What follows belongs to an exercise in optimizing a design on an open flow for small area, a short achievable clock period and few clock cycles per item; a production flow would make more cautious choices.
Power is estimated from default activity; no workload was simulated.

==> flow/design.v <==
`timescale 1ns / 1ps
module p_datapath(clk, comp, gate_x, gate_y, data_ina, data_inb, key_ina, key_inb, cipher_out);
input clk, comp, gate_x, gate_y, data_ina, data_inb;
input [63:0] key_ina, key_inb;
output [127:0] cipher_out;
wire [63:0] Xout_a, Xout_b, Yout_a, Yout_b;
data_share2 share_a(.clk(clk), .comp(comp), .data_in(data_ina), .key_in(key_ina),
		    .X_out(Xout_a), .Y_out(Yout_a), .X_in(Xout_b));
data_share2 share_b(.clk(clk), .comp(comp), .data_in(data_inb), .key_in(key_inb),
		    .X_out(Xout_b), .Y_out(Yout_b), .X_in(Xout_a));
wire [127:0] gate = {{64{gate_x}}, {64{gate_y}}};
wire [127:0] res1 = {Xout_a, Yout_a} & gate;
wire [127:0] res2 = {Xout_b, Yout_b} & gate;
assign cipher_out = res1 ^ res2;
endmodule
module data_share2(clk, comp, data_in, key_in, X_out, Y_out, X_in);
input clk, comp, data_in;
input [63:0] key_in;
input [63:0] X_in;
output [63:0] X_out, Y_out;
reg [63:0] X, Y;
wire [63:0] XL1 = {X[62:0], X[63]};
wire [63:0] XL2 = {X[61:0], X[63:62]};
wire [63:0] XL8 = {X[55:0], X[63:56]};
wire [63:0] XoL8 = {X_in[55:0], X_in[63:56]};
wire [63:0] own = XL1 & XL8;
wire [63:0] xprod = XL1 & XoL8;
always@(posedge clk)
begin
	if (comp) begin
		X <= Y ^ XL2 ^ own ^ xprod ^ key_in;
		Y <= X;
	end
	else begin
		{X, Y} <= {data_in, X, Y[63:1]};
	end
end
assign X_out = X;
assign Y_out = Y;
endmodule
`timescale 1ns / 1ps
module p_keysch10(clk, comp, load_key, z, data_in, key_out);
input clk, comp, load_key, z, data_in;
output [63:0] key_out;
reg [63:0] KX, KY;
localparam [63:0] c = 64'hfffffffffffffffc;
always@(posedge clk)
begin
	if (comp) begin
		KX <= c ^ {63'd0, z} ^ KY ^ {KX[2:0],KX[63:3]} ^ {KX[3:0],KX[63:4]};
		KY <= KX;
	end
	else begin
		{KX, KY} <= {load_key ? data_in : KY[0], KX, KY[63:1]};
	end
end
assign key_out = KY;
endmodule
`timescale 1ns / 1ps
module p_keysch11(clk, comp, load_key, data_in, key_out);
input clk, comp, load_key, data_in;
output [63:0] key_out;
reg [63:0] KX, KY;
always@(posedge clk)
begin
	if (comp) begin
		KX <= KY ^ {KX[2:0],KX[63:3]} ^ {KX[3:0],KX[63:4]};
		KY <= KX;
	end
	else begin
		{KX, KY} <= {load_key ? data_in : KY[0], KX, KY[63:1]};
	end
end
assign key_out = KY;
endmodule
`timescale 1ns / 1ps
module simon2share(clk, data_ina, data_inb, data_rdy, cipher_out, Done);
input clk;
input data_ina, data_inb;
input [1:0] data_rdy;
output [127:0] cipher_out;
output reg Done;
localparam [0:127] Z = {68'b10101111011100000011010010011000101000010001111110010110110011101011, 60'd0};
reg [6:0] counter;	 
reg comp;		 
reg last;		 
wire load_key = (data_rdy == 2);
always @(posedge clk)
begin
	if (data_rdy == 0 || data_rdy == 2)
		counter <= 0;
	else
		counter <= counter + 1;
end
always @(posedge clk)
begin
	comp <= (data_rdy == 1 && counter == 127) || (data_rdy == 3 && comp);
	Done <= (data_rdy == 3) && comp && (counter == 67);
	last <= (data_rdy == 3) && ((comp && counter == 66) || last);
end
wire z = Z[counter];
wire [63:0] keya, keyb;
p_datapath mydatapath(.clk(clk), .comp(comp), .gate_x(last), .gate_y(Done),
		      .data_ina(data_ina), .data_inb(data_inb),
		      .key_ina(keya), .key_inb(keyb),
		      .cipher_out(cipher_out));
p_keysch10 mykeysch_a(.clk(clk), .comp(comp), .load_key(load_key), .z(z),
		      .data_in(data_ina), .key_out(keya));
p_keysch11 mykeysch_b(.clk(clk), .comp(comp), .load_key(load_key),
		      .data_in(data_inb), .key_out(keyb));
endmodule
clock: 5.0 ns
lec_check: 0
cap_margin: 20
core_margin: 2
core_utilization: 40
place_density: 0.6
setup_slack_margin: 2.6
slew_margin: 20
standard.sh (not shown) runs the stock make flow with config.mk's settings and CLKGATE_MAP_FILE= SYNTH_SCRIPT=/design/flow/synth_recipe.tcl, a recipe that flattens the netlist after the stock synthesis.
==> flow/flow/run.sh <==
#!/bin/bash
# Standard ORFS layout with two changes to how buffers are made:
#  - ports get a buf_2 instead of the default port buffer cell;
#  - before placement repair, high-fanout nets (the output gates, the
#    round/shift select) are split into buffer trees by repair_design.
# make's full output goes to standard.log; ORFS keeps per-step logs in orfs/logs.
set -uo pipefail
here=$(pwd)
export BUFFER_PORTS_ARGS="-buffer_cell sky130_fd_sc_hd__buf_2"
export PRE_RESIZE_TCL="$here/flow/pre_resize.tcl"
bash standard.sh > standard.log 2>&1
==> flow/flow/pre_resize.tcl <==
# Limit fanout so repair_design builds balanced buffer trees for wide nets.
set_max_fanout 16 [current_design]
The starting point ran to the end with no violations.
Next try:
==> flow/run.sh (new file) <==
#!/bin/bash
# synth_recipe.tcl (not shown) runs the flow's synth.tcl, then flattens the netlist and writes it again
# the make line also repeats each setting of config.mk as NAME=value (left out here)
make -C /OpenROAD-flow-scripts/flow DESIGN_CONFIG=/design/flow/config.mk WORK_HOME=/design/flow/orfs CLKGATE_MAP_FILE= SYNTH_SCRIPT=/design/flow/synth_recipe.tcl finish
- ABC_AREA: unset -> 1
removed: flow/flow/run.sh
removed: flow/flow/pre_resize.tcl
removed: flow/standard.sh
Maximum frequency came out higher by 0.75%.
Final cell count increases by 20%.
Design area stays flat.
Flip-flop and latch count is unchanged.
Count of clock-buffer cells in the layout fell by 5.
Non-clock buffer count drops by 42.
Via count increases by 26%.
Utilization decreases by 0.69 points.
Next try:
==> flow/flow/run.sh (new file) <==
#!/bin/bash
# Standard ORFS layout, with each tool's output logged here.
cp standard.sh std_copy.sh.txt
bash standard.sh > standard.log 2>&1
==> flow/standard.sh (new file) <==
#!/bin/bash
# synth_recipe.tcl (not shown) runs the flow's synth.tcl, then flattens the netlist and writes it again
# the make line also repeats each setting of config.mk as NAME=value (left out here)
make -C /OpenROAD-flow-scripts/flow DESIGN_CONFIG=/design/flow/config.mk WORK_HOME=/design/flow/orfs CLKGATE_MAP_FILE= SYNTH_SCRIPT=/design/flow/synth_recipe.tcl "${@:-finish}"
- ABC_AREA: 1 -> unset
removed: flow/run.sh
After rerunning: The new run completed with no timing, DRC or antenna violations. Synthesized cell count shrinks by a quarter to a third. Clock skew grows by 0.014 ns. Total power falls by roughly a tenth. Synthesized area shrinks slightly. Clock-buffer cell count rises by 2. Final area went up slightly. Core utilization came out higher by 1.6 points. First-iteration DRC count falls by well over a third. Die area came out lower slightly.
No run of this note included a check of the RTL's function; only the layout flow was run.

==> afterwards: timing with drivers on the ports <==
The flow's constraints put no driver on any port. The routed layouts listed below were extracted and timed again, unchanged, in two steps. Step 1: set_driving_cell puts a clkbuf_16 on clk and a buf_2 on each other input, an assumption about the parent block. Step 2 also shifts input and output timing later by t, the mid clock arrival at the registers, as if the neighbouring blocks saw the same clock. Three values: ideal ports, drivers, drivers and shift; two values: the first two.
| run | shift t [ns] | setup slack, ns | worst hold slack (ns) |
|---|---|---|---|
| the first run | 0.649 | 2.080 / 2.021 / 2.670 | 0.501 / 0.501 / 0.501 |
| the second run | 0.661 | 2.102 / 2.041 / 2.557 | 0.472 / 0.472 / 0.472 |
| the third run | 0.659 | 2.077 / 2.020 / 2.544 | 0.515 / 0.515 / 0.515 |
After both steps setup and hold are still met in every run listed.
